This is an optimization exercise on Yosys and OpenROAD, whose aim is small area, not a production implementation.
In this exercise RTL edits were held to simulation tests only and were not proved equivalent to the original.
Power and IR drop assume default switching activity.

==> design/flow/design.v <==
module Version_2_FINAL (clock, reset_active_low, rotate, lcd_data, lcd_rw, lcd_en, lcd_rs, lcd_on, unused_pins);
input logic clock, reset_active_low, rotate;
output logic lcd_rw, lcd_en, lcd_rs, lcd_on; output logic [3:0] lcd_data; output logic [3:0] unused_pins;
logic started;
logic [1:0] scr;
logic ini, c;
logic [4:0] k;
logic [1:0] ph;
logic [16:0] cnt;
logic [3:0] dat;
assign lcd_rw = 1'b0;
assign lcd_on = 1'b1;
assign unused_pins = 4'b1111;
assign lcd_data = dat;
logic [7:0] ch;
logic [4:0] rc;
wire [6:0] sk = {scr, k};
assign ch[0] = (sk == 7'd0) | (sk == 7'd3) | (sk == 7'd5) | (sk == 7'd8) | (sk == 7'd12) | (sk == 7'd13) | (sk == 7'd17) | (sk == 7'd18) | (sk == 7'd19) | (sk == 7'd22) | (sk == 7'd24) | (sk == 7'd25) | (sk == 7'd26) | (sk == 7'd28) | (sk == 7'd29) | (sk == 7'd30) | (sk == 7'd31) | (sk == 7'd33) | (sk == 7'd34) | (sk == 7'd64) | (sk == 7'd65) | (sk == 7'd66) | (sk == 7'd67) | (sk == 7'd98);
assign ch[1] = (sk == 7'd4) | (sk == 7'd9) | (sk == 7'd11) | (sk == 7'd12) | (sk == 7'd14) | (sk == 7'd16) | (sk == 7'd18) | (sk == 7'd22) | (sk == 7'd24) | (sk == 7'd29) | (sk == 7'd32) | (sk == 7'd36) | (sk == 7'd38) | (sk == 7'd39) | (sk == 7'd67) | (sk == 7'd68) | (sk == 7'd69) | (sk == 7'd98) | (sk == 7'd99) | (sk == 7'd100) | (sk == 7'd101);
assign ch[2] = (sk == 7'd1) | (sk == 7'd2) | (sk == 7'd3) | (sk == 7'd7) | (sk == 7'd8) | (sk == 7'd12) | (sk == 7'd15) | (sk == 7'd16) | (sk == 7'd19) | (sk == 7'd21) | (sk == 7'd22) | (sk == 7'd25) | (sk == 7'd26) | (sk == 7'd29) | (sk == 7'd30) | (sk == 7'd33) | (sk == 7'd35) | (sk == 7'd64) | (sk == 7'd65) | (sk == 7'd66) | (sk == 7'd68) | (sk == 7'd97) | (sk == 7'd98) | (sk == 7'd100) | (sk == 7'd101);
assign ch[3] = (sk == 7'd1) | (sk == 7'd12) | (sk == 7'd16) | (sk == 7'd17) | (sk == 7'd22) | (sk == 7'd28) | (sk == 7'd29) | (sk == 7'd33) | (sk == 7'd34) | (sk == 7'd65) | (sk == 7'd66) | (sk == 7'd68) | (sk == 7'd96) | (sk == 7'd98) | (sk == 7'd100) | (sk == 7'd101);
assign ch[4] = (sk == 7'd2) | (sk == 7'd4) | (sk == 7'd9) | (sk == 7'd14) | (sk == 7'd21) | (sk == 7'd24) | (sk == 7'd28) | (sk == 7'd30) | (sk == 7'd32) | (sk == 7'd35) | (sk == 7'd36) | (sk == 7'd37) | (sk == 7'd38) | (sk == 7'd39) | (sk == 7'd65) | (sk == 7'd68) | (sk == 7'd69) | (sk == 7'd99);
assign ch[5] = (sk == 7'd1) | (sk == 7'd2) | (sk == 7'd3) | (sk == 7'd4) | (sk == 7'd5) | (sk == 7'd6) | (sk == 7'd9) | (sk == 7'd10) | (sk == 7'd12) | (sk == 7'd13) | (sk == 7'd14) | (sk == 7'd15) | (sk == 7'd17) | (sk == 7'd18) | (sk == 7'd19) | (sk == 7'd20) | (sk == 7'd22) | (sk == 7'd23) | (sk == 7'd25) | (sk == 7'd26) | (sk == 7'd27) | (sk == 7'd29) | (sk == 7'd30) | (sk == 7'd31) | (sk == 7'd36) | (sk == 7'd37) | (sk == 7'd38) | (sk == 7'd39) | (sk == 7'd65) | (sk == 7'd66) | (sk == 7'd67) | (sk == 7'd69) | (sk == 7'd98) | (sk == 7'd99);
assign ch[6] = (sk == 7'd0) | (sk == 7'd1) | (sk == 7'd2) | (sk == 7'd3) | (sk == 7'd4) | (sk == 7'd5) | (sk == 7'd7) | (sk == 7'd8) | (sk == 7'd11) | (sk == 7'd12) | (sk == 7'd13) | (sk == 7'd14) | (sk == 7'd15) | (sk == 7'd16) | (sk == 7'd17) | (sk == 7'd18) | (sk == 7'd19) | (sk == 7'd21) | (sk == 7'd22) | (sk == 7'd24) | (sk == 7'd25) | (sk == 7'd26) | (sk == 7'd28) | (sk == 7'd29) | (sk == 7'd30) | (sk == 7'd32) | (sk == 7'd33) | (sk == 7'd34) | (sk == 7'd35) | (sk == 7'd64) | (sk == 7'd66) | (sk == 7'd67) | (sk == 7'd68) | (sk == 7'd96) | (sk == 7'd97) | (sk == 7'd98) | (sk == 7'd99) | (sk == 7'd100) | (sk == 7'd101);
assign ch[7] = 1'b0;
assign rc[0] = (sk == 7'd1) | (sk == 7'd3) | (sk == 7'd5) | (sk == 7'd7) | (sk == 7'd9) | (sk == 7'd11) | (sk == 7'd13) | (sk == 7'd15) | (sk == 7'd17) | (sk == 7'd19) | (sk == 7'd21) | (sk == 7'd23) | (sk == 7'd25) | (sk == 7'd27) | (sk == 7'd29) | (sk == 7'd31) | (sk == 7'd33) | (sk == 7'd35) | (sk == 7'd37) | (sk == 7'd39) | (sk == 7'd67) | (sk == 7'd69) | (sk == 7'd97) | (sk == 7'd98) | (sk == 7'd101);
assign rc[1] = (sk == 7'd2) | (sk == 7'd3) | (sk == 7'd6) | (sk == 7'd7) | (sk == 7'd10) | (sk == 7'd11) | (sk == 7'd14) | (sk == 7'd15) | (sk == 7'd18) | (sk == 7'd19) | (sk == 7'd22) | (sk == 7'd23) | (sk == 7'd26) | (sk == 7'd27) | (sk == 7'd30) | (sk == 7'd31) | (sk == 7'd32) | (sk == 7'd33) | (sk == 7'd36) | (sk == 7'd37) | (sk == 7'd65) | (sk == 7'd68) | (sk == 7'd69) | (sk == 7'd98) | (sk == 7'd100) | (sk == 7'd101);
assign rc[2] = (sk == 7'd4) | (sk == 7'd5) | (sk == 7'd6) | (sk == 7'd7) | (sk == 7'd12) | (sk == 7'd13) | (sk == 7'd14) | (sk == 7'd15) | (sk == 7'd20) | (sk == 7'd21) | (sk == 7'd22) | (sk == 7'd23) | (sk == 7'd28) | (sk == 7'd29) | (sk == 7'd30) | (sk == 7'd31) | (sk == 7'd32) | (sk == 7'd33) | (sk == 7'd36) | (sk == 7'd37) | (sk == 7'd64) | (sk == 7'd65) | (sk == 7'd96) | (sk == 7'd97) | (sk == 7'd98);
assign rc[3] = (sk == 7'd8) | (sk == 7'd9) | (sk == 7'd10) | (sk == 7'd11) | (sk == 7'd12) | (sk == 7'd13) | (sk == 7'd14) | (sk == 7'd15) | (sk == 7'd24) | (sk == 7'd25) | (sk == 7'd26) | (sk == 7'd27) | (sk == 7'd28) | (sk == 7'd29) | (sk == 7'd30) | (sk == 7'd31) | (sk == 7'd34) | (sk == 7'd35) | (sk == 7'd38) | (sk == 7'd39) | (sk == 7'd66) | (sk == 7'd67) | (sk == 7'd68) | (sk == 7'd69) | (sk == 7'd99) | (sk == 7'd100) | (sk == 7'd101);
assign rc[4] = (sk == 7'd16) | (sk == 7'd17) | (sk == 7'd18) | (sk == 7'd19) | (sk == 7'd20) | (sk == 7'd21) | (sk == 7'd22) | (sk == 7'd23) | (sk == 7'd24) | (sk == 7'd25) | (sk == 7'd26) | (sk == 7'd27) | (sk == 7'd28) | (sk == 7'd29) | (sk == 7'd30) | (sk == 7'd31) | (sk == 7'd36) | (sk == 7'd37) | (sk == 7'd38) | (sk == 7'd39);
wire last = (sk == 7'd31) | (sk == 7'd39) | (sk == 7'd69) | (sk == 7'd101);
logic [3:0] ihi, ilo;
wire [3:0] k4 = k[3:0];
assign ihi[0] = (k4 == 4'd1) | (k4 == 4'd2) | (k4 == 4'd3);
assign ihi[1] = (k4 == 4'd1) | (k4 == 4'd2) | (k4 == 4'd3) | (k4 == 4'd4) | (k4 == 4'd5);
assign ihi[2] = 1'b0;
assign ihi[3] = 1'b0;
assign ilo[0] = (k4 == 4'd6) | (k4 == 4'd7);
assign ilo[1] = (k4 == 4'd6) | (k4 == 4'd8);
assign ilo[2] = (k4 == 4'd5) | (k4 == 4'd6) | (k4 == 4'd8);
assign ilo[3] = (k4 == 4'd5) | (k4 == 4'd6);
wire [3:0] hi = ini ? ihi : c ? ch[7:4] : {1'b1, rc[4], 2'b00};
wire [3:0] lo = ini ? ilo : c ? ch[3:0] : rc[3:0];
wire [16:0] lim =
  (ph == 2'd0 || ph == 2'd2) ? 17'd22 :
  (ph == 2'd1) ? 17'd60 :
  (ini && k4 == 4'd0) ? 17'd85000 :
  (ini && k4 == 4'd1) ? 17'd30500 :
  (ini && k4 == 4'd2) ? 17'd600 :
  (ini && k4 == 4'd7) ? 17'd9200 :
  (!ini && c && last) ? 17'd5000 : 17'd300;
wire run = ~started | ~rotate;
wire done = &(cnt | ~lim);
always_ff @(posedge clock)
  cnt <= (cnt + {16'd0, run}) & {17{reset_active_low & ~(run & done)}};
always_ff @(posedge clock) begin
  if (!reset_active_low) begin
    started <= 1'b0; scr <= 2'd0; ini <= 1'b1; k <= 5'd0; c <= 1'b0; ph <= 2'd3;
    lcd_en <= 1'b0; lcd_rs <= 1'b0; dat <= 4'd0;
  end else if (run) begin
    if (ph == 2'd0) begin
      lcd_en <= 1'b1; dat <= hi; lcd_rs <= ~ini & c;
      if (done) ph <= (ini & (k4 < 4'd5)) ? 2'd3 : 2'd1;
    end else if (ph == 2'd1) begin
      lcd_en <= 1'b0;
      if (done) begin lcd_en <= 1'b1; dat <= lo; ph <= 2'd2; end
    end else if (ph == 2'd2) begin
      if (done) begin lcd_en <= 1'b0; ph <= 2'd3; end
    end else begin
      lcd_en <= 1'b0;
      if (ini & (k4 == 4'd0)) lcd_rs <= 1'b0;
      if (done) begin
        ph <= 2'd0;
        if (ini) begin
          if (k4 == 4'd8) begin ini <= 1'b0; k <= 5'd0; c <= 1'b0; end
          else k <= k + 5'd1;
        end else if (!c) c <= 1'b1;
        else if (last) begin
          ini <= 1'b1; k <= 5'd0; c <= 1'b0; ph <= 2'd3; started <= 1'b1; scr <= scr + 2'd1;
        end else begin
          k <= k + 5'd1; c <= 1'b0;
        end
      end
    end
  end
end
endmodule
==> design/flow/run.sh <==
#!/bin/bash
# synth_recipe.tcl (not shown) runs the flow's synth.tcl, then flattens the netlist and writes it again
# the make line also repeats each setting of config.mk as NAME=value (left out here)
make -C /OpenROAD-flow-scripts/flow DESIGN_CONFIG=/design/flow/config.mk WORK_HOME=/design/flow/orfs CLKGATE_MAP_FILE= SYNTH_SCRIPT=/design/flow/synth_recipe.tcl finish
==> design/flow/config.mk <==
export PLATFORM = sky130hd
export DESIGN_NAME = Version_2_FINAL
export DESIGN_NICKNAME = Version_2_FINAL
export VERILOG_FILES = /design/flow/design.v
export SDC_FILE = /design/flow/constraint.sdc
export NUM_CORES = 4
export LEC_CHECK = 0
export ABC_AREA = 1
export CAP_MARGIN = 20
export CORE_MARGIN = 2
export CORE_UTILIZATION = 40
export SLEW_MARGIN = 20
==> design/flow/constraint.sdc <==
create_clock -name core_clock -period 10.0 [get_ports {clock}]
set_input_delay 2.0000 -clock core_clock [delete_from_list [all_inputs] [get_ports {clock}]]
set_output_delay 2.0000 -clock core_clock [all_outputs]
set_load 0.01 [all_outputs]
==> summary.md <==
* 0 — final count of pins violating max slew
* 78.8 nW/um^2 — cell area power density
* sky130_fd_sc_hd__clkbuf_8 — cell chosen for the clock root
* 0.40 ns — highest cell delay on the worst timing path
* sky130_fd_sc_hd__clkdlybuf4s50_1 — master of the slowest instance on the critical path
* 5.54 — average vias per placed instance
* 3843 — via count
* 7 — critical-path maximum fanout
* 35 — register bit count reported by yosys
* 9.28 mm — DPL Wire Length
* 4.43 ns — final worst path period need
* 35 — number of sinks on the clock net
* 0 — number of enable-type register cells in the synthesized netlist
* 0.07 ns — clock-pin slew of the registers on the worst-case setup and hold paths
* 37 — number of distinct standard cells referenced by the synthesized netlist
* 0% — fraction of registers with async set/reset
* 0 — endpoints failing hold
* sky130_fd_sc_hd__dfxtp_1 — leading register cell type out of synthesis
* 11.6 mm — Detailed Route WL
* no — unrepaired setup endpoints after global routing
* 95.2 um — height of the die
* 2 — sum of buffers and inverters on the critical path
* input pin — sort of element at the start of the critical path
* 7.56% — area growth from synthesis to final layout
* simple AND/OR/NAND/NOR gates — largest delay contributor family on the critical path
* 602 — final net count
* 0 ns — summed negative setup slack over all endpoints
* 21.1% — Seq/Total Area, Yosys
* 1 — Synth Warn #
* 0 — post-CTS setup repair buffer count
* 0.29 ns — clock insertion delay at the later pin of the skew report
* 2 — H-tree levels
* 27.3% — overall fraction of global-route tracks in use
* 232 — number of DRC markers after the initial detailed-route iteration
* 16.7 um — routed wire length per instance
* 1.73 nW — Leakage Power
* 44.3% — final critical-path share of the clock period
* 0.00630 ns — worst setup skew after layout
* sky130_fd_sc_hd__nand2_1 — Crit path top cell by count
* 0 — antenna violations before repair
* 0.463 ns — Hold Worst Slack
* 55.7% — worst slew margin relative to its limit
* 2 — maximum buffer depth of the clock tree
* 0.662 ns — measured slew at the worst slew-check pin
* sky130_fd_sc_hd__dfxtp_1 — library cell with the largest summed area after synthesis
* input pin to register — critical setup path kind
* 0 — max-cap viol count
* sky130_fd_sc_hd__nand2_1 — most frequent cell after synthesis
* 5 — first-pass iteration count of the detailed router
* 226 MHz — Max Clock Freq
* 0 — gr ovfl total
* 0 — hold buffer count at cts
* 8130 um^2 — Floorplan Core Area
* register — kind of end point of the critical path
* 5.26% — fraction of final layout cells sized beyond drive strength 1
* 4.61 ns — Data arrival, critical path
* 5 — cts bufs inserted
* 8 — quantity of I/O buffers inserted on ports
* 40.9% — Initial Util
* 0 — Ant. Diodes
* 18.8 mm — wire length of the first global-routing pass
* 19 — pin count of the biggest net entering global routing
* 0.979 — gp weighted congestion
* 3712 — vias in the first global route
* 0.102 mV — worst IR drop on VDD
* 3320 um^2 — post-synthesis instance area
* 15 — top-level I/O count
* 21.1% — top-area cell type share of the netlist area
* sky130_fd_sc_hd__dfxtp_1 (21%), sky130_fd_sc_hd__nand2_1 (16%), sky130_fd_sc_hd__nor2_1 (13%) — cells taking the most area after synthesis
* done — clock tree from TritonCTS
* 0 — number of resized instances in the post-cts repair step
* 584 — post-synthesis instance total
* 10.18 ns — WP data required
* sky130_fd_sc_hd__nand2_1 (141), sky130_fd_sc_hd__nor2_1 (115), sky130_fd_sc_hd__inv_1 (59) — most common library cells after synthesis
* clkdlybuf4s50_1 -> nand2_1 -> ha_1 -> ha_1 -> nand2_1 -> inv_1 -> nand2_1 -> nor3_1 -> nand2_1 -> nor3b_1 -> nand3_1 -> nor2_1 -> and3_1 -> nand2_1 -> xor2_1 -> nor2_1 — Cell Chain, Critical Path
* 33 — Placement Rows
* 9060 um^2 — area enclosed by the die boundary
* 95.2 um — chip width
* 5.69 um^2 — mean instance size in the synthesized netlist
* 0 — antenna viol nets, final
* 0 — number of remaining DRC errors
* register to register — type of the worst min-delay path
* complete, no violations — outcome
* 0 — final setup vio count
==> where the power goes <==
part / switching (mW) / internal (mW) / leakage, nW / total [mW]
Clock: 0.0528 / 0.0807 / 0.0612 / 0.133
Sequential: 0.000744 / 0.140 / 0.283 / 0.141
Combinational: 0.00510 / 0.00219 / 1.39 / 0.00729
Total: 0.0586 / 0.223 / 1.73 / 0.282
==> final timing paths <==
path / start / to / slack, ns / cells past startpoint
min reg2reg: lcd_rs / lcd_rs / 0.46 / 2
max reg2reg: k[4] / dat[2] / 7.08 / 15
max: rotate / cnt[16] / 5.57 / 16
min: lcd_rs / lcd_rs / 0.46 / 2
==> tightest hold or removal path, delay by kind of cell, from the launching register on <==
kind | cells | cell delay (ns)
simple gates | 1 | 0.06
compound gates | 1 | 0.05
flops | 1 | 0.31
==> cell type report <==
class | instances | area (um^2)
repair buffers | 8 | 80.1
inverters | 66 | 248
multi-input cells | 472 | 2300
clock inverters | 2 | 35.0
well taps | 105 | 131
fillers | 904 | 4560
flip-flops and latches | 35 | 701
clock buffers | 6 | 82.6
==> registers in the layout (all words and copies together) (netlist names) <==
| signal | count |
|---|---|
| c | 1 |
| cnt | 17 |
| dat | 4 |
| ini | 1 |
| k | 5 |
| lcd_en | 1 |
| lcd_rs | 1 |
| ph | 2 |
| scr | 2 |
| started | 1 |
==> cell usage in the layout, fill, tap and decap left out, types with 11 or more instances in the layout <==
cell                      instances
sky130_fd_sc_hd__nand2_1        141
sky130_fd_sc_hd__nor2_1         115
sky130_fd_sc_hd__inv_1           59
sky130_fd_sc_hd__nand3_1         43
sky130_fd_sc_hd__a21oi_1         38
sky130_fd_sc_hd__dfxtp_1         35
sky130_fd_sc_hd__o21ai_0         23
sky130_fd_sc_hd__nor3_1          23
sky130_fd_sc_hd__nand4_1         15
sky130_fd_sc_hd__ha_1            11
==> logic make-up (layout without fill, tap and decap cells) <==
family	after synthesis	in the layout	share of synthesized area, %
adders and majority gates	11	11	4.14
buffers and inverters	81	82	10.2
AOI/OAI and AO/OA	78	78	13.4
DFF	35	35	21.1
xor gates and xnor gates	8	8	2.11
and+or+nand+nor	369	369	48.8
other	2	6	0.226
==> routing by layer <==
metal / routed length (um) / global-route usage (%) / vias to the layer above
li1: - / - / 1914
met1: 4560 / 30.7 / 1718
met2: 5640 / 48.5 / 162
met3: 624 / 2.21 / 49
met4: 786 / 18.8 / 0
met5: 0 / 0 / -
==> through the flow <==
step	power (mW)	util (%)	std cells	instance area, um^2	setup WS (ns)
6_report	0.282	44.0	694	3580	5.57
4_1_cts	0.285	44.0	694	3580	5.59
3_3_place_gp	0.152	42.5	686	3460	5.35
5_1_grt	0.292	44.0	694	3580	5.25
2_1_floorplan	0.151	-	588	3340	5.99
3_5_place_dp	0.152	42.5	686	3460	5.28

-- afterwards: timing with drivers on the ports --
In the flow no input, the clock included, has a driving cell. The finished layout below was timed again as built, in two steps. Step 1 sets driving cells, clkbuf_16 on the clock port and buf_2 on the other inputs (assumed; they add their load-dependent delay and slew). Step 2 adds t to the input delays and takes it off the output delays; t is the mean of the earliest and latest rising clock arrival at the registers after step 1. Input paths then give back, and output paths get back, about the clock's delay inside the block. Slacks: no drivers / after step 1 / after step 2; pairs: no drivers / after step 1.
shift t [ns]: 0.312
setup WS [ns]: 5.570 / 5.575 / 5.263
latest minus earliest clock arrival (ns): 0.006 / 0.006
slew at the worst register clock pin (ns): 0.07 / 0.07
pins driven straight from the clock port: 1
After both steps setup and hold are still met in this run. For this run, drivers alone change the setup slack by +0.005 ns; drivers and shift together by -0.307 ns.
